Background: an optimization exercise with open tools, aiming at small area, a short achievable clock period and few clock cycles per item. Do not read the settings as production practice. At most, simulation tests tie the RTL to the original design; equivalence was not proved. For runs 1 to 3, only the layout was checked, not whether the RTL still works. No activity file was given, so power comes from the tool's default toggle rates.

==> design/flow/design.v <==
module bubble_sort_unit(
    input wire       CLK,
    input wire       RST,
    input wire       start_i,
    input wire  [8-1:0] in_data0_i,
    input wire  [8-1:0] in_data1_i,
    input wire  [8-1:0] in_data2_i,
    input wire  [8-1:0] in_data3_i,
    input wire  [8-1:0] in_data4_i,
    input wire  [8-1:0] in_data5_i,
    input wire  [8-1:0] in_data6_i,
    input wire  [8-1:0] in_data7_i,
    input wire  [8-1:0] in_data8_i,
    output wire [8-1:0] out_data0_o,
    output wire [8-1:0] out_data1_o,
    output wire [8-1:0] out_data2_o,
    output wire [8-1:0] out_data3_o,
    output wire [8-1:0] out_data4_o,
    output wire [8-1:0] out_data5_o,
    output wire [8-1:0] out_data6_o,
    output wire [8-1:0] out_data7_o,
    output wire [8-1:0] out_data8_o,
    output wire valid_o
);
    localparam W = 8;
    reg         busy_r;
    reg         done_r;
    reg [1:0]   pass_r;
    reg [W-1:0] d_r [0:8];
    reg [3:0]   swap_a_r;
    wire [W-1:0] in_w [0:8];
    assign in_w[0] = in_data0_i;
    assign in_w[1] = in_data1_i;
    assign in_w[2] = in_data2_i;
    assign in_w[3] = in_data3_i;
    assign in_w[4] = in_data4_i;
    assign in_w[5] = in_data5_i;
    assign in_w[6] = in_data6_i;
    assign in_w[7] = in_data7_i;
    assign in_w[8] = in_data8_i;
    function automatic gt8(input [7:0] a, input [7:0] b);
        reg [7:0] g1, l1;
        reg [3:0] g2, l2;
        reg [1:0] g3, l3;
        integer n;
        begin
            g1 = a & ~b;
            l1 = ~a & b;
            for (n = 0; n < 4; n = n + 1) begin
                g2[n] = g1[2*n+1] | (~l1[2*n+1] & g1[2*n]);
                l2[n] = l1[2*n+1] | (~g1[2*n+1] & l1[2*n]);
            end
            for (n = 0; n < 2; n = n + 1) begin
                g3[n] = g2[2*n+1] | (~l2[2*n+1] & g2[2*n]);
                l3[n] = l2[2*n+1] | (~g2[2*n+1] & l2[2*n]);
            end
            gt8 = g3[1] | (~l3[1] & g3[0]);
        end
    endfunction
    wire [W-1:0] m_w [0:8];
    wire [W-1:0] b_w [0:8];
    wire [3:0]   swap_b_w;
    wire [3:0]   swap_a_nx_w;
    genvar i;
    generate
        for (i = 0; i < 9; i = i + 1) begin : layer_a
            if (i == 8) begin : lone
                assign m_w[i] = busy_r ? d_r[8] : in_w[8];
            end else begin : pair
                wire s = swap_a_r[i / 2];
                wire h = busy_r & ~s;
                assign m_w[i] = ({W{~busy_r}} & in_w[i])
                              | ({W{s}}       & d_r[i ^ 1])
                              | ({W{h}}       & d_r[i]);
            end
        end
        assign b_w[0] = m_w[0];
        for (i = 1; i < 9; i = i + 2) begin : layer_b
            wire s = gt8(m_w[i], m_w[i+1]);
            assign swap_b_w[i/2] = s;
            assign b_w[i]   = s ? m_w[i+1] : m_w[i];
            assign b_w[i+1] = s ? m_w[i]   : m_w[i+1];
        end
        for (i = 0; i < 9; i = i + 1) begin : regs
            always @(posedge CLK) d_r[i] <= b_w[i];
        end
        assign swap_a_nx_w[0] = gt8(m_w[0], m_w[1]) | gt8(m_w[0], m_w[2]);
        for (i = 1; i < 4; i = i + 1) begin : next_a
            assign swap_a_nx_w[i] =
                  gt8(m_w[2*i-1], m_w[2*i+1]) | gt8(m_w[2*i-1], m_w[2*i+2])
                | gt8(m_w[2*i],   m_w[2*i+1]) | gt8(m_w[2*i],   m_w[2*i+2]);
        end
    endgenerate
    always @(posedge CLK) swap_a_r <= {4{start_i}} & swap_a_nx_w;
    wire sorted_w = ~|swap_b_w | (pass_r == 2'd3);
    always @(posedge CLK or negedge RST) begin
        if (!RST) begin
            busy_r <= 1'b0;
            done_r <= 1'b0;
            pass_r <= 2'd0;
        end else begin
            busy_r <= start_i;
            done_r <= start_i & (done_r | (busy_r & sorted_w));
            pass_r <= busy_r ? pass_r + 2'd1 : 2'd0;
        end
    end
    assign valid_o = done_r;
    assign out_data0_o = d_r[0];
    assign out_data1_o = d_r[1];
    assign out_data2_o = d_r[2];
    assign out_data3_o = d_r[3];
    assign out_data4_o = d_r[4];
    assign out_data5_o = d_r[5];
    assign out_data6_o = d_r[6];
    assign out_data7_o = d_r[7];
    assign out_data8_o = d_r[8];
endmodule
==> design/flow/flow/run.sh <==
#!/bin/bash
# The standard layout, with the port buffers made from the smallest buffer
# cell and a clock tree of smaller buffers without dummy loads.
set -euo pipefail
bash standard.sh \
  'BUFFER_PORTS_ARGS=-buffer_cell sky130_fd_sc_hd__buf_1' \
  'CTS_ARGS=-sink_clustering_enable -repair_clock_nets -dont_use_dummy_load -buf_list sky130_fd_sc_hd__clkbuf_8' \
  finish > standard_flow.log 2>&1
==> design/flow/standard.sh <==
#!/bin/bash
# synth_recipe.tcl (not shown) runs the flow's synth.tcl, then flattens the netlist and writes it again
# the make line also repeats each setting of config.mk as NAME=value (left out here)
make -C /OpenROAD-flow-scripts/flow DESIGN_CONFIG=/design/flow/config.mk WORK_HOME=/design/flow/orfs CLKGATE_MAP_FILE= SYNTH_SCRIPT=/design/flow/synth_recipe.tcl "${@:-finish}"
==> design/flow/config.mk <==
export PLATFORM = sky130hd
export DESIGN_NAME = bubble_sort_unit
export DESIGN_NICKNAME = bubble_sort_unit
export VERILOG_FILES = /design/flow/design.v
export SDC_FILE = /design/flow/constraint.sdc
export NUM_CORES = 4
export LEC_CHECK = 0
export CAP_MARGIN = 20
export CORE_MARGIN = 2
export CORE_UTILIZATION = 40
export SETUP_SLACK_MARGIN = 1.8
export SLEW_MARGIN = 20
==> design/flow/constraint.sdc <==
create_clock -name core_clock -period 5.0 [get_ports {CLK}]
set_input_delay 1.0000 -clock core_clock [delete_from_list [all_inputs] [get_ports {CLK}]]
set_output_delay 1.0000 -clock core_clock [all_outputs]
set_load 0.01 [all_outputs]
==> qor.txt, run 1 <==
Post-synth cell types - 70
GP Congestion - 0.869
Status - finished clean
FF+latch count, synth - 80
Vias in the first global route - 5700
DR vias/cell - 6.19
Dominant synthesized flop cell - dfxtp_1
Clock Tree Buf Depth - 2
Final nets - 926
PortBufs - 147
Setup violators final - 0
Post-route ant nets - 0
Final period util - 0.637
DP HPWL - 13700 µm
Top cells by area, synth - dfxtp_1 (25%), nor2b_1 (7.7%), a221o_1 (7.2%)
CP Capture Type - flop
Chip height - 128 µm
WP data required - 5.23 ns
Die ar. - 16300 µm²
Initial antenna violation count - 0
Setup TNS - 0 ns
DRT Wirelength - 19400 µm
Hold_ws - 0.429 ns
Worst rel slew slack - 0.290
Hold/Removal Path Class - reg -> reg
Core area - 15100 µm²
H-tree levels - 3
Fmax - 314 MHz
1st-iter DRT viols - 430
Fin. max-slew vios - 0
Max VDD drop - 0.000321 V
EDFF count, synth - 0
CP max FO - 25
GR Overflow Total - 0
Number of max-cap violations - 0
Worst-skew pair later-pin latency - 0.38 ns
Crit Path Class - reg -> reg
RSZ-0062 raised after global routing - yes
Ports - 148
CTS clk-pin slew, worst paths - 0.08 ns
P_leak - 2.59 nW
DRT Pass-1 Iters - 6
Final Skew - 0.0197 ns
Fillers - 1508
Async set-or-reset flop fraction in the synthesized netlist - 0.0500
TritonCTS Buffers - 9
Routed vias - 6408
Chip Width - 128 µm
Hold-fix buffers, CTS - 0
# clock sinks - 80
Tot GR Track Use - 0.232
Power Dens Cells - 750 nW/µm²
Sequential area share after synthesis - 0.265
Placed instance count - 1005
Mean routed wirelength per cell - 18.8 µm
Slew @ Worst Pin - 1.07 ns
DR DRC count - 0
Num rows - 45
CTS tree - built
Hold Violations, Final - 0
Synthesized area per cell - 8.71 µm²
Worst Setup Start Kind - flop
Register-to-register setup slack - 1.82 ns
Ys Warns - 2
Dominant cell type by area after synthesis - dfxtp_1
ANT cells - 0
P&R area growth vs syn - 17.8%
Share of the synthesized area in the top cell type - 0.249
Post-synth net total - 778
Fin crit period - 3.18 ns
Non-filler cells, final - 1036
Largest net degree at the start of global routing - 44
Layout cell share with drive strength beyond 1 - 0.137
Mapped Area - 6110 µm²
Initial Util - 0.405
Critical Path AT - 3.41 ns
Mapped Cells - 702
First-pass GRT wire length - 30400 µm
Clock root cell - clkbuf_8
## where the power goes
group | switching [mW] | total (mW) | internal (mW)
Clock | 0.227 | 0.388 | 0.161
Combinational | 2.05 | 3.61 | 1.56
Sequential | 0.426 | 1.40 | 0.976
## repair_timing
item	CTS	global route
pin swaps	3	4
gates cloned	3	0
setup buffers	5	14
setup endpoints to repair	60	51
gates resized for setup	13	14
## state kept, by name, summed over array words and instances, names as in the netlist
name / flops
d_r: 72
pass_r: 2
busy_r: 1
done_r: 1
swap_a_r: 4
## cell families (layout without fill, tap and decap cells)
| group | Yosys count | in the layout | synth area share |
|---|---|---|---|
| buffers and inverters | 64 | 207 | 0.0616 |
| AO/OA/AOI/OAI | 282 | 282 | 0.375 |
| multiplexers | 51 | 51 | 0.0853 |
| flip-flops | 80 | 80 | 0.265 |
| adder cells (fa/ha/maj) | 27 | 27 | 0.0462 |
| AND/OR/NAND/NOR | 198 | 201 | 0.166 |
## final timing paths
check	startpoint	to	cells after the start
min in group asynchronous	RST	done_r$_DFF_PN0_	1
worst min register to register	pass_r[0]$_DFF_PN0_	pass_r[0]$_DFF_PN0_	1
worst min-delay path	pass_r[0]$_DFF_PN0_	pass_r[0]$_DFF_PN0_	1
worst max register to register	busy_r$_DFF_PN0_	d_r[6][6]$_DFF_P_	12
worst max-delay path	busy_r$_DFF_PN0_	d_r[6][6]$_DFF_P_	12
max in group asynchronous	RST	busy_r$_DFF_PN0_	1
## layer usage
| layer | share of wire | track usage | vias up |
|---|---|---|---|
| met5 | 0 | 0 | - |
| met4 | 0.019 | 0.0653 | 0 |
| met3 | 0.066 | 0.0540 | 28 |
| met1 | 0.46 | 0.311 | 3071 |
| li1 | - | - | 3080 |
| met2 | 0.46 | 0.375 | 229 |
## cells in the mapped netlist, types with 10 or more instances
library cell and count:
a211oi_1 13, a21oi_1 53, a221o_1 44, a221oi_1 40, a221oi_2 18, a22oi_1 17
buf_2 16, buf_6 10, clkbuf_1 20, dfxtp_1 76, maj3_1 18, mux2i_1 42
nand2_1 41, nor2_1 55, nor2b_1 75, o21ai_0 18, o22ai_1 24
## layout make-up
| class | instances | area [µm²] | area share |
|---|---|---|---|
| Sequential cell | 80 | 1630 | 0.226 |
| Multi-Input combinational cell | 561 | 4300 | 0.596 |
| Inverter | 8 | 30.0 | 0.00417 |
| Clock buffer | 9 | 124 | 0.0172 |
| Tap cell | 188 | 235 | 0.0327 |
| Timing Repair Buffer | 190 | 891 | 0.124 |
## critical path: stages, from the launching register on
cell	delay [ns]
dfrtp_2	0.48
buf_4	0.26
nor2b_1	0.17
buf_4	0.26
a221oi_1	0.26
buf_4	0.21
nor2_1	0.04
or4b_1	0.59
a31oi_4	0.30
nor2_4	0.12
buf_4	0.18
nor2_1	0.08
a21oi_1	0.06
## stage by stage
stage / cell area, µm² / utilization / worst slack [ns] / total power [mW]
2_1_floorplan: 6110 / - / 2.04 / 3.84
3_3_place_gp: 6740 / 0.447 / 1.29 / 4.65
3_5_place_dp: 6740 / 0.447 / 1.24 / 4.66
4_1_cts: 7010 / 0.465 / 1.81 / 5.20
5_1_grt: 7200 / 0.477 / 1.75 / 5.81
6_report: 7200 / 0.477 / 1.82 / 5.40
## cell usage in the layout, fill, tap and decap left out, drive strengths merged, types with 5 or more instances in the layout
| master | Yosys | routed |
|---|---|---|
| o211ai | 7 | 7 |
| nor3 | 5 | 5 |
| a221oi | 59 | 59 |
| nor2 | 56 | 57 |
| a221o | 44 | 44 |
| a31oi | 7 | 7 |
| o221ai | 6 | 6 |
| mux2 | 9 | 9 |
| dfxtp | 76 | 76 |
| maj3 | 26 | 26 |
| buf | 36 | 190 |
| a211oi | 13 | 13 |
| a22oi | 18 | 18 |
| inv | 8 | 8 |
| nand2 | 41 | 41 |
| mux2i | 42 | 42 |
| o22ai | 24 | 24 |
| o21ai | 23 | 23 |
| clkbuf | 20 | 9 |
| nor2b | 76 | 78 |
| a21oi | 53 | 53 |
==> run 2: changes to the inputs <==
--- a/design/flow/design.v
+++ b/design/flow/design.v
@@ -27,7 +27,8 @@
     reg         done_r;
     reg [1:0]   pass_r;
     reg [W-1:0] d_r [0:8];
-    reg [3:0]   swap_a_r;
+    reg [3:0]   swap_a_r, keep_a_r;
+    reg         load_r;
     wire [W-1:0] in_w [0:8];
     assign in_w[0] = in_data0_i;
     assign in_w[1] = in_data1_i;
@@ -65,13 +66,11 @@
     generate
         for (i = 0; i < 9; i = i + 1) begin : layer_a
             if (i == 8) begin : lone
-                assign m_w[i] = busy_r ? d_r[8] : in_w[8];
+                assign m_w[i] = load_r ? in_w[8] : d_r[8];
             end else begin : pair
-                wire s = swap_a_r[i / 2];
-                wire h = busy_r & ~s;
-                assign m_w[i] = ({W{~busy_r}} & in_w[i])
-                              | ({W{s}}       & d_r[i ^ 1])
-                              | ({W{h}}       & d_r[i]);
+                assign m_w[i] = ({W{load_r}}          & in_w[i])
+                              | ({W{swap_a_r[i / 2]}} & d_r[i ^ 1])
+                              | ({W{keep_a_r[i / 2]}} & d_r[i]);
             end
         end
         assign b_w[0] = m_w[0];
@@ -91,15 +90,20 @@
                 | gt8(m_w[2*i],   m_w[2*i+1]) | gt8(m_w[2*i],   m_w[2*i+2]);
         end
     endgenerate
-    always @(posedge CLK) swap_a_r <= {4{start_i}} & swap_a_nx_w;
+    always @(posedge CLK) begin
+        swap_a_r <= {4{start_i}} &  swap_a_nx_w;
+        keep_a_r <= {4{start_i}} & ~swap_a_nx_w;
+    end
     wire sorted_w = ~|swap_b_w | (pass_r == 2'd3);
     always @(posedge CLK or negedge RST) begin
         if (!RST) begin
             busy_r <= 1'b0;
+            load_r <= 1'b1;
             done_r <= 1'b0;
             pass_r <= 2'd0;
         end else begin
             busy_r <= start_i;
+            load_r <= ~start_i;
             done_r <= start_i & (done_r | (busy_r & sorted_w));
             pass_r <= busy_r ? pass_r + 2'd1 : 2'd0;
         end
==> run 2 against run 1 <==
Sequential share of layout area up 1.7 points. Synthesized cell count up 6.3%. Clock power up 2%. Die area down 2.2%. Critical path type unchanged. Critical endpoint is now swap_a_r[3]$_DFF_P_. Highest routed layer unchanged.
==> qor.txt, run 2 <==
Cell family with most CP delay - simple AND/OR/NAND/NOR gates
Routed vias - 6724
Async set-or-reset flop fraction in the synthesized netlist - 0.0588
DR vias/cell - 6.20
Fmax - 317 MHz
Crit Path Class - reg -> reg
Mean routed wirelength per cell - 19.5 µm
Post-route ant nets - 0
WP data required - 5.27 ns
Largest net degree at the start of global routing - 39
Synthesized area per cell - 8.01 µm²
Tot Pwr - 5.00 mW
CP Cell Sequence - a222oi_1, nand2b_1, o221ai_1, o221ai_1, or4_1, or4_4, and2_1
Worst Setup Start Kind - flop
CTS clk-pin slew, worst paths - 0.08 ns
Most common cell in the synthesized netlist - nand2_1
Non-filler cells, final - 1085
Layout cell share with drive strength beyond 1 - 0.0977
H-tree levels - 3
Worst rel slew slack - 0.286
PortBufs - 147
Worst-skew pair later-pin latency - 0.37 ns
Number of max-cap violations - 0
Final Skew - 0.0172 ns
GP Congestion - 0.861
Num rows - 44
Met2 wire length - 9860 µm
Top cells by area, synth - dfxtp_1 (27%), a222oi_1 (8.9%), maj3_1 (6.4%)
Most frequent cells in the layout - buf_1 (147), nand2_1 (85), dfxtp_1 (79)
ANT cells - 0
Clock root cell - clkbuf_8
Sequential area share after synthesis - 0.289
Mapped Area - 5980 µm²
Max FFs per register - 72
Final period util - 0.631
Core area - 14600 µm²
Dominant synthesized flop cell - dfxtp_1
Cells on Worst Hold Path - 1
Tot GR Track Use - 0.251
TritonCTS Buffers - 9
GR Overflow Total - 0
Final nets - 979
Ys Warns - 2
Post-synth net total - 822
Buffers & Inverters on Critical Path - 0
Most common cell after layout, fill and taps aside - buf_1
Share of the synthesized area in the top cell type - 0.268
First-pass GRT wire length - 32100 µm
Met3 WL - 1530 µm
Vias in the first global route - 5984
DRT Wirelength - 21100 µm
Crit-path slowest cell - dfxtp_1
CP max FO - 20
RSZ-0062 raised after global routing - yes
# clock sinks - 85
DRT Pass-1 Iters - 7
Chip height - 126 µm
RR Startpoint - swap_a_r[3]$_DFF_P_
Mapped Cells - 746
Chip Width - 126 µm
P_leak - 2.78 nW
EDFF count, synth - 0
Slowest stage delay, CP - 0.84 ns
Hold Violations, Final - 0
Hold_ws - 0.444 ns
Initial antenna violation count - 0
Stages on the worst setup path - 7
Largest registers - d_r x72, keep_a_r x4, swap_a_r x4
Met1 WL - 9290 µm
Hold-fix buffers, CTS - 0
Die ar. - 15900 µm²
Hold worst-path end - pass_r[0]$_DFF_PN0_
Cell mode on critical path - o221ai_1
Dominant cell type by area after synthesis - dfxtp_1
DP HPWL - 14400 µm
Power Dens Cells - 700 nW/µm²
Ports - 148
Slew @ Worst Pin - 1.07 ns
FF+latch count, synth - 85
CTS tree - built
Initial Util - 0.410
Hold Startpoint - pass_r[0]$_DFF_PN0_
Worst flop-to-flop path endpoint - swap_a_r[3]$_DFF_P_
Setup TNS - 0 ns
Place WS - 1.40 ns
Top layer reached by signal wires - met4
Max VDD drop - 0.000397 V
P&R area growth vs syn - 19.5%
Largest Register - d_r
Placed instance count - 1050
Critical Path AT - 3.43 ns
Setup violators final - 0
CP Capture Type - flop
PnR worst setup slack - 1.85 ns
Register-to-register setup slack - 1.85 ns
Post-synth top cells - nand2_1 (85), dfxtp_1 (80), nor2_1 (64)
Fin crit period - 3.15 ns
Clock Tree Buf Depth - 2
Post-synth cell types - 68
Status - finished clean
Hold/Removal Path Class - reg -> reg
1st-iter DRT viols - 711
DR DRC count - 0
Fin. max-slew vios - 0
R2R cell count - 7
run 2: changes by cell type after synthesis, sizes merged, moves of 14 or more:
cell / change
and2: +15
nand2: +45
a221oi: -54
clkbuf: +18
nand2b: +19
a222oi: +50
nor2b: -56
inv: +14
buf: -16
a221o: -42
o22ai: -14
a22oi: +20
run 2: metrics by stage:
step | area [µm²] | util
2_1_floorplan | 5980 | -
3_3_place_gp | 6740 | 0.462
3_5_place_dp | 6740 | 0.462
4_1_cts | 6950 | 0.477
5_1_grt | 7140 | 0.490
6_report | 7140 | 0.490
run 2: cell type report:
type | count | area [µm²]
Fill cell | 1463 | 7450
Multi-Input combinational cell | 581 | 3910
Sequential cell | 85 | 1730
Timing Repair Buffer | 204 | 1060
Tap cell | 184 | 230
Clock buffer | 9 | 124
Inverter | 22 | 82.6
run 2: how the worst max path moves through the flow:
stage | start | endpoint | slack, ns
final | swap_a_r[3]$_DFF_P_ | swap_a_r[3]$_DFF_P_ | 1.85
after global routing | swap_a_r[3]$_DFF_P_ | swap_a_r[3]$_DFF_P_ | 1.73
after detailed placement | in_data5_i[7] | swap_a_r[3]$_DFF_P_ | 1.40
after global placement | in_data5_i[7] | swap_a_r[3]$_DFF_P_ | 1.43
after floorplan | in_data6_i[7] | swap_a_r[3]$_DFF_P_ | 1.58
after CTS | load_r$_DFF_PN1_ | swap_a_r[3]$_DFF_P_ | 1.81
run 2: logic make-up (layout without fill, tap and decap cells):
family,Yosys count,after routing,share of synthesized area
AOI/OAI and AO/OA,262,262,0.328
adders and majority gates,39,39,0.0657
buffers and inverters,80,235,0.0592
DFF,85,85,0.289
muxes,37,37,0.0641
and+or+nand+nor,243,243,0.194
run 2: layer usage:
| layer | global-route usage | vias to the layer above |
|---|---|---|
| li1 | - | 3195 |
| met1 | 0.343 | 3185 |
| met2 | 0.406 | 310 |
| met3 | 0.0416 | 34 |
| met4 | 0.0808 | 0 |
| met5 | 0 | - |
run 2: worst reg2reg max path: stages, from the launching register on:
cell,delay (ns)
dfxtp_1,0.84
a222oi_1,0.41
nand2b_1,0.27
o221ai_1,0.27
o221ai_1,0.17
or4_1,0.52
or4_4,0.42
and2_1,0.16
run 2: repair_timing:
item	in CTS	in global routing
buffers inserted	7	17
hold endpoints to repair	0	0
setup endpoints to repair	21	32
pin swaps	1	9
gates resized for setup	1	5
cloned	0	1
run 2: where the power goes:
| part | internal [mW] | switching, mW | leakage (nW) |
|---|---|---|---|
| Sequential | 1.02 | 0.408 | 0.735 |
| Clock | 0.161 | 0.234 | 0.0647 |
| Combinational | 1.32 | 1.86 | 1.98 |
| Total | 2.50 | 2.50 | 2.78 |
==> run 3: changes to the inputs <==
--- a/design/flow/config.mk
+++ b/design/flow/config.mk
@@ -8,5 +8,5 @@
 export CAP_MARGIN = 20
 export CORE_MARGIN = 2
 export CORE_UTILIZATION = 40
-export SETUP_SLACK_MARGIN = 1.8
+export SETUP_SLACK_MARGIN = 2.2
 export SLEW_MARGIN = 20
==> run 3 against run 2 <==
Still clean. Critical path depth is 2 higher. Final area is 12% higher. Non-clock buffer count is 53 higher. Sequential power hardly changed. Maximum frequency is 1.7% lower. Combinational power is 28% higher. Clock skew is 0.0036 ns higher. Hold slack worse by 0.0023 ns. Via count is 8.3% higher. Power is 18% higher. Critical endpoint unchanged. Largest cell class unchanged. Largest power group unchanged.
==> qor.txt, run 3 <==
H-tree levels - 3
# clock sinks - 85
Placed cell area - 6820 µm²
TritonCTS Buffers - 9
Final period util - 0.642
Core area - 14600 µm²
Setup TNS - 0 ns
ANT cells - 0
Worst rel slew slack - 0.266
CTS tree - built
Dominant synthesized flop cell - dfxtp_1
Cell mode on critical path - or4_4
Post-synth top cells - nand2_1 (85), dfxtp_1 (80), nor2_1 (64)
Final Core Density - 0.551
Top cells by area, synth - dfxtp_1 (27%), a222oi_1 (8.9%), maj3_1 (6.4%)
Slowest stage delay, CP - 0.55 ns
Fmax - 312 MHz
CP Cell Sequence - buf_6, a222oi_1, buf_4, nand2_2, a22o_1, or4b_1, or4_4, or4_4, and2_1
RSZ-0062 raised after global routing - yes
Mapped Cells - 746
Hold worst-path end - pass_r[0]$_DFF_PN0_
Chip height - 126 µm
Max VDD drop - 0.000339 V
Fin crit period - 3.21 ns
GR Overflow Total - 0
CP Capture Type - flop
Clock root cell - clkbuf_8
Mapped Area - 5980 µm²
Worst Setup Start Kind - input pin
Routed vias - 7284
Worst-skew pair later-pin latency - 0.38 ns
Ys Warns - 2
Cells on Worst Hold Path - 1
DP HPWL - 15000 µm
Area of the multi-input gates - 4260 µm²
Initial antenna violation count - 0
EDFF count, synth - 0
Num rows - 44
Final nets - 1036
Setup violators final - 0
Critical Path AT - 3.47 ns
Hold Startpoint - pass_r[0]$_DFF_PN0_
Register-to-register setup slack - 1.81 ns
Initial Util - 0.410
CTS clk-pin slew, worst paths - 0.07 ns
WP data required - 5.26 ns
Crit Path Class - in -> reg
Most common cell after layout, fill and taps aside - buf_1
Most common cell in the synthesized netlist - nand2_1
Post-route ant nets - 0
Fillers - 1379
Crit-path slowest cell - or4_4
Max FFs per register - 72
Clock Tree Buf Depth - 2
First-pass GRT wire length - 36500 µm
Final Skew - 0.0208 ns
1st-iter DRT viols - 810
Buffers & Inverters on Critical Path - 2
Tot Pwr - 5.92 mW
P_leak - 3.16 nW
Worst flop-to-flop path endpoint - swap_a_r[3]$_DFF_P_
Power Dens Cells - 736 nW/µm²
Fin. max-slew vios - 0
P&R area growth vs syn - 34.4%
GP Congestion - 0.864
Vias in the first global route - 6739
Final Cell Area - 8040 µm²
DRT Pass-1 Iters - 8
CP max FO - 2
Cell family with most CP delay - simple AND/OR/NAND/NOR gates
Most frequent cells in the layout - buf_1 (145), buf_4 (91), nand2_1 (82)
Ports - 148
Mean routed wirelength per cell - 21.1 µm
Hold Violations, Final - 0
DRT Wirelength - 24100 µm
Post-synth net total - 822
Post-synth cell types - 68
Share of the synthesized area in the top cell type - 0.268
Tot GR Track Use - 0.285
Chip Width - 126 µm
Largest Register - d_r
Largest registers - d_r x72, keep_a_r x4, swap_a_r x4
Number of max-cap violations - 0
PortBufs - 147
Slew @ Worst Pin - 1.10 ns
DR vias/cell - 6.38
Synthesized area per cell - 8.01 µm²
Layout cell share with drive strength beyond 1 - 0.222
Async set-or-reset flop fraction in the synthesized netlist - 0.0588
Status - finished clean
Largest net degree at the start of global routing - 28
FF+latch count, synth - 85
Sequential area share after synthesis - 0.289
RR Startpoint - load_r$_DFF_PN1_
Die ar. - 15900 µm²
Reg area - 1740 µm²
R2R cell count - 9
Hold/Removal Path Class - reg -> reg
Dominant cell type by area after synthesis - dfxtp_1
DR DRC count - 0
run 3: metrics by stage:
step,instances,setup slack [ns],hold slack [ns]
detailed placement,1047,1.21,0.433
floorplan,746,1.58,0.409
global placement,1046,1.30,0.423
finish,1142,1.79,0.442
global route,1142,1.72,0.455
CTS,1111,1.82,0.443
run 3: where the power goes:
part / internal, mW / switching, mW
clock: 0.162 / 0.250
sequential: 1.02 / 0.411
combinational: 1.82 / 2.25
total: 3.00 / 2.91
run 3: kinds of logic after synthesis:
kind of cell | count (synthesis) | share of synthesized area
muxes | 37 | 0.0641
buffers and inverters | 80 | 0.0592
and+or+nand+nor | 243 | 0.194
AOI/OAI and AO/OA | 262 | 0.328
adders and majority gates | 39 | 0.0657
DFF | 85 | 0.289
run 3: area by class of cell:
class	count	share of cell area
timing repair buffer	257	0.199
sequential	85	0.217
tap	184	0.0287
inverter	22	0.0103
clock buffer	9	0.0154
multi-input combinational	585	0.530
run 3: how the worst max path moves through the flow:
stage                     depth (start not counted)                   to           from
final                                             9  swap_a_r[3]$_DFF_P_  in_data5_i[7]
after global routing                              9  swap_a_r[3]$_DFF_P_  in_data5_i[7]
after CTS                                         9  swap_a_r[3]$_DFF_P_  in_data5_i[7]
after detailed placement                          8     done_r$_DFF_PN0_  in_data1_i[1]
after global placement                            8     done_r$_DFF_PN0_  in_data1_i[1]
after floorplan                                   8  swap_a_r[3]$_DFF_P_  in_data6_i[7]
run 3: what timing repair did:
action	CTS	global route
cloned	6	1
buffers inserted	49	30
pin swaps	28	22
endpoints found under the setup margin	67	65
hold buffers	0	0
gates resized for setup	26	43
run 3: layer usage:
metal	GRT usage	share of wire
met5	0	0
met4	0.109	0.030
met3	0.0382	0.062
met2	0.487	0.49
met1	0.367	0.42
==> run 4: changes to the inputs <==
--- a/design/flow/design.v
+++ b/design/flow/design.v
@@ -24,8 +24,6 @@
 );
     localparam W = 8;
     reg         busy_r;
-    reg         done_r;
-    reg [1:0]   pass_r;
     reg [W-1:0] d_r [0:8];
     reg [3:0]   swap_a_r, keep_a_r;
     reg         load_r;
@@ -60,7 +58,6 @@
     endfunction
     wire [W-1:0] m_w [0:8];
     wire [W-1:0] b_w [0:8];
-    wire [3:0]   swap_b_w;
     wire [3:0]   swap_a_nx_w;
     genvar i;
     generate
@@ -76,7 +73,6 @@
         assign b_w[0] = m_w[0];
         for (i = 1; i < 9; i = i + 2) begin : layer_b
             wire s = gt8(m_w[i], m_w[i+1]);
-            assign swap_b_w[i/2] = s;
             assign b_w[i]   = s ? m_w[i+1] : m_w[i];
             assign b_w[i+1] = s ? m_w[i]   : m_w[i+1];
         end
@@ -94,21 +90,16 @@
         swap_a_r <= {4{start_i}} &  swap_a_nx_w;
         keep_a_r <= {4{start_i}} & ~swap_a_nx_w;
     end
-    wire sorted_w = ~|swap_b_w | (pass_r == 2'd3);
     always @(posedge CLK or negedge RST) begin
         if (!RST) begin
             busy_r <= 1'b0;
             load_r <= 1'b1;
-            done_r <= 1'b0;
-            pass_r <= 2'd0;
         end else begin
             busy_r <= start_i;
             load_r <= ~start_i;
-            done_r <= start_i & (done_r | (busy_r & sorted_w));
-            pass_r <= busy_r ? pass_r + 2'd1 : 2'd0;
         end
     end
-    assign valid_o = done_r;
+    assign valid_o = busy_r & ~|swap_a_r;
     assign out_data0_o = d_r[0];
     assign out_data1_o = d_r[1];
     assign out_data2_o = d_r[2];
--- a/design/flow/config.mk
+++ b/design/flow/config.mk
@@ -8,5 +8,5 @@
 export CAP_MARGIN = 20
 export CORE_MARGIN = 2
 export CORE_UTILIZATION = 40
-export SETUP_SLACK_MARGIN = 2.2
+export SETUP_SLACK_MARGIN = 1.5
 export SLEW_MARGIN = 20
==> run 4 against run 3 <==
Wire length down 19%. Combinational power down 31%. Clock power down 5.1%. Non-clock buffer count down 68. Core utilization down 7.3 points. Critical path type is now reg -> reg. Largest cell class unchanged.
==> qor.txt, run 4 <==
Status - finished clean
Setup TNS - 0 ns
Max FFs per register - 72
PnR worst setup slack - 1.57 ns
DR DRC count - 0
CP max FO - 11
Number of max-cap violations - 0
Share of the synthesized area in the top cell type - 0.276
Hold-fix buffers, CTS - 0
RSZ-0062 raised after global routing - yes
Final period util - 0.687
EDFF count, synth - 0
Placed cell area - 6520 µm²
Layout cell share with drive strength beyond 1 - 0.0910
First-pass GRT wire length - 29900 µm
Place WS - 1.00 ns
FF+latch count, synth - 82
Placed instance count - 988
Final Core Density - 0.478
Power Dens Cells - 657 nW/µm²
Crit Path Class - reg -> reg
CTS tree - built
Mapped Area - 5800 µm²
Critical Path AT - 3.65 ns
Most frequent cells in the layout - buf_1 (147), nand2_1 (90), dfxtp_1 (77)
P&R area growth vs syn - 18.3%
PortBufs - 147
Internal - 2.34 mW
Ys Warns - 2
Post-synth top cells - nand2_1 (91), dfxtp_1 (80), maj3_1 (74)
Final nets - 912
Worst Setup Start Kind - flop
Worst-skew pair later-pin latency - 0.39 ns
Largest Register - d_r
1st-iter DRT viols - 599
Most common cell after layout, fill and taps aside - buf_1
Fmax - 291 MHz
Sw Ratio - 0.481
Fin. max-slew vios - 0
Clock Tree Buf Depth - 2
Num rows - 44
Tot GR Track Use - 0.237
Worst rel slew slack - 0.371
Comb pwr share - 0.619
GR Overflow Total - 0
Setup violators final - 0
DP HPWL - 14000 µm
WP data required - 5.22 ns
Post-route ant nets - 0
Dominant synthesized flop cell - dfxtp_1
# clock sinks - 82
TritonCTS Buffers - 9
Largest registers - d_r x72, keep_a_r x4, swap_a_r x4
Synthesized area per cell - 8.40 µm²
Final Cell Area - 6870 µm²
CTS clk-pin slew, worst paths - 0.09 ns
Initial Util - 0.404
DR vias/cell - 6.06
Chip height - 124 µm
Most common cell in the synthesized netlist - nand2_1
DRT Wirelength - 19400 µm
Core area - 14400 µm²
Largest net degree at the start of global routing - 42
Fillers - 1429
Mean routed wirelength per cell - 19.1 µm
Vias in the first global route - 5813
Initial antenna violation count - 0
Ports - 148
Routed vias - 6178
ANT cells - 0
Sw power - 2.17 mW
DRT Pass-1 Iters - 7
Hold/Removal Path Class - in -> async
Max VDD drop - 0.000301 V
Slew @ Worst Pin - 0.944 ns
GP Congestion - 0.903
Chip Width - 124 µm
Sequential power share - 0.294
Async set-or-reset flop fraction in the synthesized netlist - 0.0244
Non-filler cells, final - 1019
Top cells by area, synth - dfxtp_1 (28%), maj3_1 (13%), mux2i_1 (10%)
Power share of the clock group - 0.086
Final Skew - 0.0239 ns
Dominant cell type by area after synthesis - dfxtp_1
Hold Violations, Final - 0
H-tree levels - 3
P_leak - 2.64 nW
Die ar. - 15500 µm²
Clock root cell - clkbuf_8
CP Capture Type - flop
Fin crit period - 3.43 ns
Mapped Cells - 691
Post-synth cell types - 55
Post-synth net total - 766
Sequential area share after synthesis - 0.285
[run 4: cell types whose count changed in the layout (fill, tap and decap cells not counted), moves of 11 or more]
cell / delta
buf_4: -55
maj3_1: +45
mux2i_1: +33
nor2_1: -25
a21oi_2: -22
inv_1: -11
o22ai_1: +11
[run 4: timing repair]
item,CTS,global route
endpoints found under the setup margin,61,46
pin swaps,5,8
resized for setup,4,9
setup buffers,8,12
[run 4: worst paths after layout]
path / start / to / slack [ns] / cells past startpoint
max: load_r$_DFF_PN1_ / d_r[4][6]$_DFF_P_ / 1.57 / 12
min: RST / busy_r$_DFF_PN0_ / 0.37 / 1
max reg2reg: load_r$_DFF_PN1_ / d_r[4][6]$_DFF_P_ / 1.57 / 12
min reg2reg: d_r[1][1]$_DFF_P_ / d_r[0][1]$_DFF_P_ / 0.53 / 2
max in group asynchronous: RST / load_r$_DFF_PN1_ / 4.43 / 1
min in group core_clock: d_r[1][1]$_DFF_P_ / d_r[0][1]$_DFF_P_ / 0.53 / 2
[run 4: area by class of cell]
class / instances / area (µm²) / share of cell area
well taps: 184 / 230 / 0.0335
multi-input cells: 545 / 3920 / 0.571
flip-flops and latches: 82 / 1660 / 0.242
inverters: 10 / 37.5 / 0.00547
clock buffers: 9 / 124 / 0.0180
repair buffers: 189 / 892 / 0.130
[run 4: stage by stage]
stage,hold slack [ns],power (mW)
3_5_place_dp,0.518,3.98
2_1_floorplan,0.522,3.21
3_3_place_gp,0.509,3.92
4_1_cts,0.359,4.44
6_report,0.370,4.51
5_1_grt,0.356,4.84
[run 4: cell families (layout without fill, tap and decap cells)]
kind of cell,after synthesis,after routing,synth area share
adder cells (fa/ha/maj),77,77,0.133
AND/OR/NAND/NOR,203,203,0.166
multiplexers,66,66,0.115
AO/OA/AOI/OAI,199,199,0.254
flip-flops,82,82,0.285
buffers and inverters,64,208,0.0464
[run 4: critical path, cell delays in order, from the launching register on]
cell	delay, ns
dfstp_4	0.71
buf_4	0.21
buf_6	0.19
a222oi_1	0.08
buf_4	0.22
nor2b_1	0.13
maj3_2	0.31
maj3_2	0.31
maj3_1	0.37
a221oi_2	0.33
a311oi_4	0.08
buf_4	0.20
mux2i_1	0.13
[run 4: routing by layer]
metal,global-route usage,part of all wire,vias up
met5,0,0,-
met2,0.413,0.48,237
met4,0.0681,0.019,0
met3,0.0588,0.061,31
li1,-,-,2927
met1,0.288,0.44,2983
[run 4: power groups by stage]
stage | combinational [mW] | clock [mW] | sequential (mW)
floorplan | 1.90 | 0 | 1.31
global placement | 2.60 | 0 | 1.32
detailed placement | 2.65 | 0 | 1.33
CTS | 2.71 | 0.402 | 1.32
global route | 3.04 | 0.426 | 1.37
finish | 2.79 | 0.390 | 1.33
Testbench counts of run 4, summed over its fixed seeds: cycles 15,173, items 2,400.
==> run 5: changes to the inputs <==
--- a/design/flow/config.mk
+++ b/design/flow/config.mk
@@ -8,5 +8,5 @@
 export CAP_MARGIN = 20
 export CORE_MARGIN = 2
 export CORE_UTILIZATION = 40
-export SETUP_SLACK_MARGIN = 1.5
+export SETUP_SLACK_MARGIN = 2.0
 export SLEW_MARGIN = 20
==> run 5 against run 4 <==
Die area did not move. Final area rose by 6.8%. Non-clock buffer count rose by 35. First-iteration DRC count fell by 13%. Area after synthesis did not move. Flip-flop and latch count did not move. Critical endpoint is now keep_a_r[3]$_DFF_P_. Largest power group unchanged.
==> qor.txt, run 5 <==
Status - finished clean
Final nets - 948
Mean routed wirelength per cell - 19.6 µm
Post-synth cell types - 55
Place WS - 1.14 ns
Mapped Area - 5800 µm²
DR DRC count - 0
Routed vias - 6381
CTS clk-pin slew, worst paths - 0.09 ns
Dominant synthesized flop cell - dfxtp_1
Post-synth net total - 766
Chip height - 124 µm
DRT Pass-1 Iters - 7
# clock sinks - 82
EDFF count, synth - 0
Ports - 148
Initial Util - 0.404
RSZ-0062 raised after global routing - yes
Clock root cell - clkbuf_8
Sequential area share after synthesis - 0.285
Worst rel slew slack - 0.327
Die ar. - 15500 µm²
H-tree levels - 3
Hold Violations, Final - 0
Post-synth top cells - nand2_1 (91), dfxtp_1 (80), maj3_1 (74)
R2R cell count - 10
Initial antenna violation count - 0
Mapped Cells - 691
Num rows - 44
Max VDD drop - 0.000312 V
Most frequent cells in the layout - buf_1 (147), nand2_1 (91), dfxtp_1 (74)
Most common cell in the synthesized netlist - nand2_1
1st-iter DRT viols - 523
Setup TNS - 0 ns
Largest net degree at the start of global routing - 28
Register-to-register setup slack - 1.91 ns
Core area - 14400 µm²
Async set-or-reset flop fraction in the synthesized netlist - 0.0244
CP max FO - 4
Number of max-cap violations - 0
Power Dens Cells - 662 nW/µm²
Vias in the first global route - 6241
P_leak - 2.88 nW
TritonCTS Buffers - 9
Setup violators final - 0
Critical Path AT - 3.43 ns
Largest Register - d_r
Most common cell after layout, fill and taps aside - buf_1
Max FFs per register - 72
Clock Tree Buf Depth - 2
FF+latch count, synth - 82
Chip Width - 124 µm
GP Congestion - 0.930
Post-route ant nets - 0
Share of the synthesized area in the top cell type - 0.276
CTS tree - built
Fin. max-slew vios - 0
GR Overflow Total - 0
First-pass GRT wire length - 32500 µm
Tot Pwr - 4.85 mW
Slew @ Worst Pin - 1.01 ns
Worst Setup Start Kind - input pin
ANT cells - 0
P&R area growth vs syn - 26.4%
Crit Path Class - in -> reg
Layout cell share with drive strength beyond 1 - 0.168
WP data required - 5.33 ns
DRT Wirelength - 20700 µm
PortBufs - 147
Final Skew - 0.0237 ns
Synthesized area per cell - 8.40 µm²
Dominant cell type by area after synthesis - dfxtp_1
Hold/Removal Path Class - in -> async
CP Capture Type - flop
Top cells by area, synth - dfxtp_1 (28%), maj3_1 (13%), mux2i_1 (10%)
DR vias/cell - 6.05
Fin crit period - 3.11 ns
DP HPWL - 14000 µm
Tot GR Track Use - 0.259
Largest registers - d_r x72, keep_a_r x4, swap_a_r x4
Final period util - 0.621
Ys Warns - 2
PnR worst setup slack - 1.89 ns
Fmax - 322 MHz
Worst-skew pair later-pin latency - 0.38 ns
-- run 5: power by group --
| group | switching [mW] | internal [mW] | total [mW] |
|---|---|---|---|
| logic | 1.70 | 1.43 | 3.13 |
| registers | 0.356 | 0.968 | 1.32 |
| clock network | 0.237 | 0.161 | 0.398 |
| total | 2.30 | 2.55 | 4.85 |
-- run 5: routing by layer --
layer,share of wire,vias up,wire [µm],track usage
li1,-,2999,-,-
met5,0,-,0,0
met2,0.49,265,10100,0.440
met1,0.41,3070,8600,0.318
met4,0.030,0,622,0.0886
met3,0.069,47,1430,0.0653
-- run 5: area by class of cell --
type	instances	area (µm²)
Fill cell	1424	7040
Multi-Input combinational cell	546	4040
Sequential cell	82	1660
Timing Repair Buffer	224	1230
Tap cell	184	230
Clock buffer	9	124
Inverter	10	37.5
-- run 5: per-stage QoR --
step / area (µm²) / utilization / hold WS [ns] / std cells
after global placement: 6580 / 0.458 / 0.509 / 989
after floorplan: 5890 / - / 0.525 / 691
after CTS: 7120 / 0.495 / 0.375 / 1038
after global routing: 7330 / 0.510 / 0.369 / 1055
after detailed placement: 6580 / 0.458 / 0.512 / 989
final: 7330 / 0.510 / 0.384 / 1055
-- run 5: final timing paths --
| check | start | to |
|---|---|---|
| worst max-delay path | in_data6_i[0] | keep_a_r[3]$_DFF_P_ |
| worst max register to register | load_r$_DFF_PN1_ | keep_a_r[3]$_DFF_P_ |
| worst min-delay path | RST | busy_r$_DFF_PN0_ |
| max in group asynchronous | RST | load_r$_DFF_PN1_ |
| worst min register to register | d_r[1][2]$_DFF_P_ | d_r[0][2]$_DFF_P_ |
| min in group core_clock | d_r[1][2]$_DFF_P_ | d_r[0][2]$_DFF_P_ |
-- run 5: cell families (layout without fill, tap and decap cells) --
kind of cell               after synthesis  count (layout)  share of synthesized area
AOI/OAI and AO/OA                      199             199                      0.254
muxes                                   66              66                      0.115
buffers and inverters                   64             243                     0.0464
DFF                                     82              82                      0.285
and+or+nand+nor                        203             203                      0.166
adders and majority gates               77              78                      0.133
-- run 5: critical path: stages --
cell       delay [ns]
buf_1            0.08
a222oi_1         0.30
buf_4            0.19
and2b_1          0.17
maj3_2           0.29
maj3_2           0.30
maj3_2           0.30
a211o_1          0.29
a2111oi_4        0.34
and2_1           0.17
-- run 5: timing repair --
item / in CTS / in global routing
gates resized for setup: 17 / 17
setup buffers: 38 / 16
hold buffers: 0 / 0
cloned: 2 / 1
pin swaps: 19 / 20
setup endpoints to repair: 62 / 48
==> run 6: changes to the inputs <==
--- a/design/flow/config.mk
+++ b/design/flow/config.mk
@@ -8,5 +8,5 @@
 export CAP_MARGIN = 20
 export CORE_MARGIN = 2
 export CORE_UTILIZATION = 40
-export SETUP_SLACK_MARGIN = 2.0
+export SETUP_SLACK_MARGIN = 1.8
 export SLEW_MARGIN = 20
==> run 6 against run 5 <==
Area after synthesis unchanged. Critical endpoint is now keep_a_r[0]$_DFF_P_. Non-clock buffer count decreased by 13. Sequential share of layout area increased by 0.67 points. Die area unchanged. Clock-buffer cell count unchanged. Still clean. Core utilization decreased by 1.5 points. Highest routed layer unchanged.
==> qor.txt, run 6 <==
Critical Path AT - 3.47 ns
Async set-or-reset flop fraction in the synthesized netlist - 0.0244
Post-route ant nets - 0
ANT cells - 0
Worst rel slew slack - 0.381
CP max FO - 7
Die ar. - 15500 µm²
DRT Wirelength - 19900 µm
CP Cell Sequence - buf_6, a222oi_1, nor2b_2, maj3_1, maj3_1, maj3_2, maj3_2, a211oi_4, and2_1
Buffers & Inverters on Critical Path - 1
GP Congestion - 0.874
H-tree levels - 3
Placed instance count - 987
Max FFs per register - 72
Max VDD drop - 0.000304 V
Final Core Density - 0.496
GR Overflow Total - 0
CP Capture Type - flop
Hold_ws - 0.411 ns
Num rows - 44
Status - finished clean
Hold/Removal Path Class - in -> async
Mapped Cells - 691
Post-synth net total - 766
Setup TNS - 0 ns
Setup violators final - 0
DR vias/cell - 6.05
PortBufs - 147
Ys Warns - 2
DR DRC count - 0
Top cells by area, synth - dfxtp_1 (28%), maj3_1 (13%), mux2i_1 (10%)
Post-synth top cells - nand2_1 (91), dfxtp_1 (80), maj3_1 (74)
Chip Width - 124 µm
CTS tree - built
Ports - 148
Share of the synthesized area in the top cell type - 0.276
Fin. max-slew vios - 0
RSZ-0062 raised after global routing - yes
Slowest stage delay, CP - 0.72 ns
Chip height - 124 µm
Final nets - 934
Most common cell after layout, fill and taps aside - buf_1
Sequential area share after synthesis - 0.285
CTS clk-pin slew, worst paths - 0.09 ns
DRT Pass-1 Iters - 8
Core area - 14400 µm²
P&R area growth vs syn - 22.7%
FF+latch count, synth - 82
Initial antenna violation count - 0
TritonCTS Buffers - 9
# clock sinks - 82
Tot GR Track Use - 0.246
Final period util - 0.629
Vias in the first global route - 6110
Layout cell share with drive strength beyond 1 - 0.133
DP HPWL - 13800 µm
Post-synth cell types - 55
Final Skew - 0.0214 ns
Worst Setup Start Kind - flop
First-pass GRT wire length - 31300 µm
Fin crit period - 3.15 ns
Crit-path slowest cell - dfstp_4
Number of max-cap violations - 0
Mapped Area - 5800 µm²
WP data required - 5.32 ns
Worst-skew pair later-pin latency - 0.37 ns
Largest Register - d_r
EDFF count, synth - 0
Routed vias - 6301
Clock Tree Buf Depth - 2
Cell family with most CP delay - adder cells
Power Dens Cells - 652 nW/µm²
Hold Violations, Final - 0
Synthesized area per cell - 8.40 µm²
Dominant synthesized flop cell - dfxtp_1
Fmax - 318 MHz
Mean routed wirelength per cell - 19.1 µm
Crit Path Class - reg -> reg
1st-iter DRT viols - 668
Clock root cell - clkbuf_8
Dominant cell type by area after synthesis - dfxtp_1
Non-filler cells, final - 1041
Most common cell in the synthesized netlist - nand2_1
Slew @ Worst Pin - 0.928 ns
Largest registers - d_r x72, keep_a_r x4, swap_a_r x4
Most frequent cells in the layout - buf_1 (147), nand2_1 (91), dfxtp_1 (74)
P_leak - 2.78 nW
Largest net degree at the start of global routing - 28
Initial Util - 0.404
==> run 6: cell counts after synthesis <==
Identical to the previous run, type by type.
==> run 6: area by class of cell <==
cell class / count / area, µm²
clock buffer: 9 / 124
sequential: 82 / 1660
tap: 184 / 230
timing repair buffer: 211 / 1110
inverter: 10 / 37.5
multi-input combinational: 545 / 3960
fill: 1442 / 7250
==> run 6: final timing paths <==
path	startpoint	endpoint	slack, ns	cells past startpoint
setup / recovery	load_r$_DFF_PN1_	keep_a_r[0]$_DFF_P_	1.85	9
hold / removal	RST	busy_r$_DFF_PN0_	0.41	1
setup reg to reg	load_r$_DFF_PN1_	keep_a_r[0]$_DFF_P_	1.85	9
hold reg to reg	d_r[1][2]$_DFF_P_	d_r[0][2]$_DFF_P_	0.52	2
max in group asynchronous	RST	load_r$_DFF_PN1_	4.36	1
min in group core_clock	d_r[1][2]$_DFF_P_	d_r[0][2]$_DFF_P_	0.52	2
==> run 6: layer usage <==
layer / global-route usage / part of all wire
met1: 0.314 / 0.44
met2: 0.412 / 0.48
met3: 0.0584 / 0.066
met4: 0.0787 / 0.020
met5: 0 / 0
==> run 6: per-stage QoR <==
stage / setup WS, ns / area, µm² / power, mW
2_1_floorplan: 1.57 / 5850 / 3.25
3_3_place_gp: 1.21 / 6530 / 3.94
3_5_place_dp: 1.10 / 6530 / 4.00
4_1_cts: 1.77 / 6840 / 4.50
5_1_grt: 1.75 / 7120 / 4.99
6_report: 1.85 / 7120 / 4.64
==> run 6: worst register-to-register path, delay by kind of cell, from the launching register on <==
kind | cells | cell delay, ns
compound gates | 2 | 0.46
fa+ha+maj | 4 | 1.38
flops | 1 | 0.72
simple gates | 2 | 0.37
buf+inv | 1 | 0.16
==> run 6: report_power, final <==
part	internal [mW]	switching [mW]	leakage (nW)
clock	0.161	0.229	0.0647
combinational	1.31	1.62	2.02
sequential	0.968	0.357	0.696
total	2.44	2.21	2.78
==> run 6: repair_timing <==
action / in CTS / in global routing
pin swaps: 11 / 15
hold buffers: 0 / 0
gates cloned: 0 / 1
setup buffers: 18 / 23
resized for setup: 6 / 18
endpoints found under the hold margin: 0 / 0
setup endpoints to repair: 62 / 62
==> run 6: logic make-up (layout without fill, tap and decap cells) <==
kind of cell	Yosys count	count (layout)	synth area share
AND/OR/NAND/NOR	203	203	0.166
AO/OA/AOI/OAI	199	199	0.254
multiplexers	66	66	0.115
buffers and inverters	64	230	0.0464
flip-flops	82	82	0.285
adder cells (fa/ha/maj)	77	77	0.133
==> run 7: changes to the inputs <==
==> design/flow/flow/run.sh (replaced) <==
#!/bin/bash
# The standard layout, with the port buffers made from the smallest buffer
# cell and a clock tree of smaller buffers without dummy loads.
set -euo pipefail
bash standard.sh \
  'BUFFER_PORTS_ARGS=-buffer_cell sky130_fd_sc_hd__buf_1' \
  'CTS_ARGS=-sink_clustering_enable -repair_clock_nets -dont_use_dummy_load -sink_clustering_size 24 -buf_list sky130_fd_sc_hd__clkbuf_8' \
  finish > standard_flow.log 2>&1
==> run 7 against run 6 <==
Still clean. Critical path depth unchanged. Maximum frequency unchanged. Synthesized cell count unchanged. Final area unchanged. Hold slack unchanged. Clock skew unchanged. Critical path type unchanged. Largest cell class unchanged.
==> qor.txt, run 7 <==
Core area - 14400 µm²
Num rows - 44
CP max FO - 7
Power Dens Cells - 652 nW/µm²
Status - finished clean
Sw power - 2.21 mW
Internal - 2.44 mW
Place WS - 1.10 ns
Sequential power share - 0.285
CP Capture Type - flop
Fin. max-slew vios - 0
Final Core Density - 0.496
Slowest stage delay, CP - 0.72 ns
DRT Pass-1 Iters - 8
Dominant synthesized flop cell - dfxtp_1
CP Cell Sequence - buf_6, a222oi_1, nor2b_2, maj3_1, maj3_1, maj3_2, maj3_2, a211oi_4, and2_1
Cell family with most CP delay - adder cells
Hold_ws - 0.411 ns
Largest registers - d_r x72, keep_a_r x4, swap_a_r x4
Final Cell Area - 7120 µm²
Routed vias - 6301
Clock root cell - clkbuf_8
H-tree levels - 3
Crit-path slowest cell - dfstp_4
Tot GR Track Use - 0.246
Mapped Cells - 691
DRT Wirelength - 19900 µm
Post-synth top cells - nand2_1 (91), dfxtp_1 (80), maj3_1 (74)
Sequential area share after synthesis - 0.285
Chip height - 124 µm
Setup TNS - 0 ns
Max FFs per register - 72
Final Skew - 0.0214 ns
Final nets - 934
Synthesized area per cell - 8.40 µm²
Power share of the clock group - 0.084
Setup violators final - 0
FF+latch count, synth - 82
Crit Path Class - reg -> reg
TritonCTS Buffers - 9
CTS tree - built
Final period util - 0.629
Slew @ Worst Pin - 0.928 ns
Mean routed wirelength per cell - 19.1 µm
Most frequent cells in the layout - buf_1 (147), nand2_1 (91), dfxtp_1 (74)
Clock Tree Buf Depth - 2
Async set-or-reset flop fraction in the synthesized netlist - 0.0244
RSZ-0062 raised after global routing - yes
Initial antenna violation count - 0
Largest Register - d_r
Dominant cell type by area after synthesis - dfxtp_1
Comb pwr share - 0.631
PnR worst setup slack - 1.85 ns
Hold Violations, Final - 0
Critical Path AT - 3.47 ns
GP Congestion - 0.874
Most common cell in the synthesized netlist - nand2_1
Sw Ratio - 0.475
GR Overflow Total - 0
Die ar. - 15500 µm²
Worst-skew pair later-pin latency - 0.37 ns
Largest net degree at the start of global routing - 28
Worst Setup Start Kind - flop
DR vias/cell - 6.05
Mapped Area - 5800 µm²
Fin crit period - 3.15 ns
Tot Pwr - 4.64 mW
Number of max-cap violations - 0
1st-iter DRT viols - 668
Placed cell area - 6530 µm²
ANT cells - 0
First-pass GRT wire length - 31300 µm
Layout cell share with drive strength beyond 1 - 0.133
Worst rel slew slack - 0.381
Max VDD drop - 0.000304 V
EDFF count, synth - 0
Most common cell after layout, fill and taps aside - buf_1
# clock sinks - 82
Chip Width - 124 µm
DP HPWL - 13800 µm
Post-route ant nets - 0
PortBufs - 147
Buffers & Inverters on Critical Path - 1
P&R area growth vs syn - 22.7%
Post-synth cell types - 55
WP data required - 5.32 ns
Top cells by area, synth - dfxtp_1 (28%), maj3_1 (13%), mux2i_1 (10%)
DR DRC count - 0
Ports - 148
P_leak - 2.78 nW
Share of the synthesized area in the top cell type - 0.276
Placed instance count - 987
CTS clk-pin slew, worst paths - 0.09 ns
Post-synth net total - 766
Vias in the first global route - 6110
Hold/Removal Path Class - in -> async
Initial Util - 0.404
Fmax - 318 MHz
Ys Warns - 2
Non-filler cells, final - 1041
run 7: cells by family (layout without fill, tap and decap cells):
logic type               Yosys count  count (layout)  share of synthesized area
multiplexers                      66              66                      0.115
AND/OR/NAND/NOR                  203             203                      0.166
AO/OA/AOI/OAI                    199             199                      0.254
adder cells (fa/ha/maj)           77              77                      0.133
buffers and inverters             64             230                     0.0464
flip-flops                        82              82                      0.285
run 7: repair_timing:
action                                  4_1_cts  5_1_grt
endpoints found under the setup margin       62       62
gates cloned                                  0        1
hold buffers                                  0        0
pin swaps                                    11       15
resized for setup                             6       18
buffers inserted                             18       23
hold endpoints to repair                      0        0
run 7: final timing paths:
kind,start,to,slack [ns],cells after the start
worst max register to register,load_r$_DFF_PN1_,keep_a_r[0]$_DFF_P_,1.85,9
worst max-delay path,load_r$_DFF_PN1_,keep_a_r[0]$_DFF_P_,1.85,9
worst min register to register,d_r[1][2]$_DFF_P_,d_r[0][2]$_DFF_P_,0.52,2
worst min-delay path,RST,busy_r$_DFF_PN0_,0.41,1
min in group core_clock,d_r[1][2]$_DFF_P_,d_r[0][2]$_DFF_P_,0.52,2
max in group asynchronous,RST,load_r$_DFF_PN1_,4.36,1
run 7: final cells by class:
| cell class | count | area [µm²] |
|---|---|---|
| flip-flops and latches | 82 | 1660 |
| inverters | 10 | 37.5 |
| fillers | 1442 | 7250 |
| multi-input cells | 545 | 3960 |
| clock buffers | 9 | 124 |
| well taps | 184 | 230 |
| repair buffers | 211 | 1110 |
run 7: metal layers:
| metal | track usage | share of wire | vias to the layer above |
|---|---|---|---|
| met5 | 0 | 0 | - |
| met4 | 0.0787 | 0.020 | 0 |
| met3 | 0.0584 | 0.066 | 38 |
| met2 | 0.412 | 0.48 | 267 |
| met1 | 0.314 | 0.44 | 3022 |
| li1 | - | - | 2974 |
run 7: power groups by stage:
stage	logic, mW	registers (mW)	clock network, mW
floorplan	1.94	1.31	0
global placement	2.63	1.31	0
detailed placement	2.67	1.33	0
CTS	2.79	1.31	0.402
global route	3.20	1.37	0.425
finish	2.93	1.32	0.390
==> run 8: changes to the inputs <==
--- a/design/flow/design.v
+++ b/design/flow/design.v
@@ -62,10 +62,11 @@
     genvar i;
     generate
         for (i = 0; i < 9; i = i + 1) begin : layer_a
+            wire ld = (i < 4) ? load_r : ~busy_r;
             if (i == 8) begin : lone
-                assign m_w[i] = load_r ? in_w[8] : d_r[8];
+                assign m_w[i] = ld ? in_w[8] : d_r[8];
             end else begin : pair
-                assign m_w[i] = ({W{load_r}}          & in_w[i])
+                assign m_w[i] = ({W{ld}}              & in_w[i])
                               | ({W{swap_a_r[i / 2]}} & d_r[i ^ 1])
                               | ({W{keep_a_r[i / 2]}} & d_r[i]);
             end
==> design/flow/flow/run.sh (replaced) <==
#!/bin/bash
# The standard layout, with the port buffers made from the smallest buffer
# cell and a clock tree of smaller buffers without dummy loads.
set -euo pipefail
bash standard.sh \
  'BUFFER_PORTS_ARGS=-buffer_cell sky130_fd_sc_hd__buf_1' \
  'CTS_ARGS=-sink_clustering_enable -repair_clock_nets -dont_use_dummy_load -buf_list sky130_fd_sc_hd__clkbuf_8' \
  finish > standard_flow.log 2>&1
--- a/design/flow/config.mk
+++ b/design/flow/config.mk
@@ -8,5 +8,5 @@
 export CAP_MARGIN = 20
 export CORE_MARGIN = 2
 export CORE_UTILIZATION = 40
-export SETUP_SLACK_MARGIN = 1.8
+export SETUP_SLACK_MARGIN = 2.2
 export SLEW_MARGIN = 20
==> run 8 against run 7 <==
Non-clock buffer count shrank 14. Critical path depth grew 1. Final cell count grew 3.7%. Hold slack lost 0.022 ns. Core utilization grew 0.81 points. Sequential share of layout area shrank 0.55 points. Wire length grew 6.8%. Clock-buffer cell count is the same. Highest routed layer unchanged. Critical path type is now in -> reg. Worst setup slack gained 0.12 ns. Die area grew 2.7%. Via count grew 6.2%. First-iteration DRC count shrank 13%.
==> qor.txt, run 8 <==
ANT cells - 0
Hold-fix buffers, CTS - 0
Most common cell after layout, fill and taps aside - buf_1
DRT Pass-1 Iters - 8
Fin. max-slew vios - 0
Buffers & Inverters on Critical Path - 2
Final nets - 972
Sequential area share after synthesis - 0.277
Max VDD drop - 0.000294 V
Initial antenna violation count - 0
CP Capture Type - flop
Ports - 148
Setup violators final - 0
Post-synth cell types - 59
1st-iter DRT viols - 582
Most common cell in the synthesized netlist - nand2_1
Initial Util - 0.410
CTS tree - built
Dominant synthesized flop cell - dfxtp_1
Worst Setup Start Kind - input pin
RSZ-0062 raised after global routing - yes
# clock sinks - 82
Chip height - 126 µm
Clock Tree Buf Depth - 2
Core area - 14500 µm²
Crit Path Class - in -> reg
Chip Width - 126 µm
Largest Register - d_r
Final Skew - 0.0300 ns
PnR worst setup slack - 1.98 ns
Dominant cell type by area after synthesis - dfxtp_1
Layout cell share with drive strength beyond 1 - 0.149
DRT Wirelength - 21300 µm
Slew @ Worst Pin - 0.966 ns
CP Cell Sequence - buf_1, a222oi_1, buf_4, nor3_2, maj3_2, maj3_2, maj3_2, a311oi_4, o22ai_4, mux2i_1
PortBufs - 147
Post-synth net total - 825
GR Overflow Total - 0
H-tree levels - 3
Mapped Area - 5970 µm²
DR DRC count - 0
Clock root cell - clkbuf_8
P&R area growth vs syn - 22.8%
Status - finished clean
DR vias/cell - 6.20
Place WS - 1.54 ns
Cell mode on critical path - maj3_2
Placed cell area - 6740 µm²
Share of the synthesized area in the top cell type - 0.268
Crit-path slowest cell - a311oi_4
Tot GR Track Use - 0.254
WP data required - 5.23 ns
Power Dens Cells - 657 nW/µm²
Mapped Cells - 750
Worst rel slew slack - 0.356
Setup TNS - 0 ns
Fmax - 331 MHz
Top cells by area, synth - dfxtp_1 (27%), mux2i_1 (9.6%), maj3_1 (6.9%)
Worst-skew pair later-pin latency - 0.39 ns
Largest net degree at the start of global routing - 28
Max FFs per register - 72
Hold/Removal Path Class - in -> async
Num rows - 44
Async set-or-reset flop fraction in the synthesized netlist - 0.0244
Number of max-cap violations - 0
Die ar. - 15900 µm²
FF+latch count, synth - 82
First-pass GRT wire length - 32500 µm
Vias in the first global route - 6121
Routed vias - 6690
Final Cell Area - 7320 µm²
TritonCTS Buffers - 9
Largest registers - d_r x72, keep_a_r x4, swap_a_r x4
GP Congestion - 0.929
Post-synth top cells - nand2_1 (91), dfxtp_1 (80), mux2i_1 (57)
Post-route ant nets - 0
Cell family with most CP delay - adder cells
Final period util - 0.605
Fin crit period - 3.02 ns
Critical Path AT - 3.25 ns
Slowest stage delay, CP - 0.34 ns
P_leak - 2.86 nW
Most frequent cells in the layout - buf_1 (147), nand2_1 (90), dfxtp_1 (72)
CP max FO - 6
Ys Warns - 2
Synthesized area per cell - 7.95 µm²
Hold Violations, Final - 0
DP HPWL - 14900 µm
EDFF count, synth - 0
Mean routed wirelength per cell - 19.7 µm
CTS clk-pin slew, worst paths - 0.10 ns
[run 8: cell count changes in the layout (fill, tap and decap cells not counted), moves of 7 or more]
cell      delta
maj3_1      -36
and2_1       -8
and3_1      +10
nor2_1       +9
o21ai_0      +7
a222oi_1    -15
buf_4       -12
a211oi_1     +8
o211ai_1     +9
a22o_1       +7
nor3_1       +8
[run 8: what timing repair did]
| action | 4_1_cts | 5_1_grt |
|---|---|---|
| cloned | 1 | 4 |
| gates resized for setup | 23 | 22 |
| endpoints found under the setup margin | 62 | 54 |
| endpoints found under the hold margin | 0 | 0 |
| pin swaps | 7 | 11 |
| setup buffers | 18 | 10 |
[run 8: cells by family after synthesis]
logic type | share of synthesized area
AND/OR/NAND/NOR | 0.190
adder cells (fa/ha/maj) | 0.0745
buffers and inverters | 0.0545
multiplexers | 0.105
flip-flops | 0.277
AO/OA/AOI/OAI | 0.299
[run 8: final timing paths]
path                                        start           endpoint  slack, ns  cells past startpoint
worst max-delay path                in_data3_i[0]  d_r[3][5]$_DFF_P_       1.98                     10
worst min-delay path                          RST   busy_r$_DFF_PN0_       0.39                      1
worst max register to register   busy_r$_DFF_PN0_  d_r[3][5]$_DFF_P_       2.05                      9
worst min register to register  d_r[1][2]$_DFF_P_  d_r[0][2]$_DFF_P_       0.53                      2
max in group asynchronous                     RST   load_r$_DFF_PN1_       4.37                      1
min in group core_clock         d_r[1][2]$_DFF_P_  d_r[0][2]$_DFF_P_       0.53                      2
[run 8: report_power, final]
part	switching [mW]	leakage (nW)	total, mW	internal [mW]
logic	1.76	2.10	3.08	1.32
clock network	0.239	0.0647	0.400	0.161
registers	0.369	0.696	1.34	0.968
[run 8: metrics by stage]
stage                     total power [mW]  hold slack (ns)  utilization  cells
after floorplan                       3.30            0.522            -    750
after global placement                4.03            0.507        0.464   1037
after detailed placement              4.05            0.515        0.464   1037
after CTS                             4.62            0.390        0.490   1065
after global routing                  5.15            0.389        0.504   1079
final                                 4.81            0.390        0.504   1079
[run 8: final cells by class]
| type | instances | area (µm²) |
|---|---|---|
| timing repair buffer | 197 | 986 |
| clock buffer | 9 | 124 |
| inverter | 16 | 60.1 |
| tap | 184 | 230 |
| multi-input combinational | 591 | 4250 |
| fill | 1479 | 7210 |
| sequential | 82 | 1670 |
[run 8: metal layers]
metal  vias up  wire (µm)  track usage
li1       3182          -            -
met1      3173       9520        0.339
met2       289       9840        0.416
met3        46       1320       0.0387
met4         0        587       0.0944
met5         -          0            0
Testbench counts of run 8, summed over its fixed seeds: cycles 15,173, items 2,400.

==> re-timing with driven ports <==
No port has a modelled driver above. Below, the same layouts with a new extraction and two added sets of constraints.
Step 1, drivers: a clkbuf_16 drives CLK and a buf_2 each remaining input, both assumed.
Step 2 also shifts input and output timing later by t, the mid clock arrival at the registers, as if the neighbouring blocks saw the same clock.
Three values: no drivers, after step 1, after step 2; two values: the first two.
| run | shift t [ns] | setup WS [ns] | worst hold slack (ns) |
|---|---|---|---|
| run 1 | 0.406 | 1.816 / 1.816 / 1.654 | 0.429 / 0.427 / 0.429 |
| run 2 | 0.404 | 1.845 / 1.845 / 1.513 | 0.444 / 0.444 / 0.444 |
| run 3 | 0.408 | 1.791 / 1.789 / 1.381 | 0.442 / 0.442 / 0.442 |
| run 4 | 0.411 | 1.567 / 1.567 / 1.317 | 0.370 / 0.359 / 0.532 |
| run 5 | 0.405 | 1.893 / 1.910 / 1.505 | 0.384 / 0.371 / 0.526 |
| run 6 | 0.400 | 1.854 / 1.854 / 1.565 | 0.411 / 0.397 / 0.519 |
| run 7 | 0.400 | 1.854 / 1.854 / 1.565 | 0.411 / 0.397 / 0.519 |
| run 8 | 0.410 | 1.975 / 1.989 / 1.579 | 0.390 / 0.383 / 0.532 |
After both steps every run listed still meets setup and hold. For run 3, which loses most, drivers alone change the setup slack by -0.002 ns; drivers and shift together by -0.410 ns.
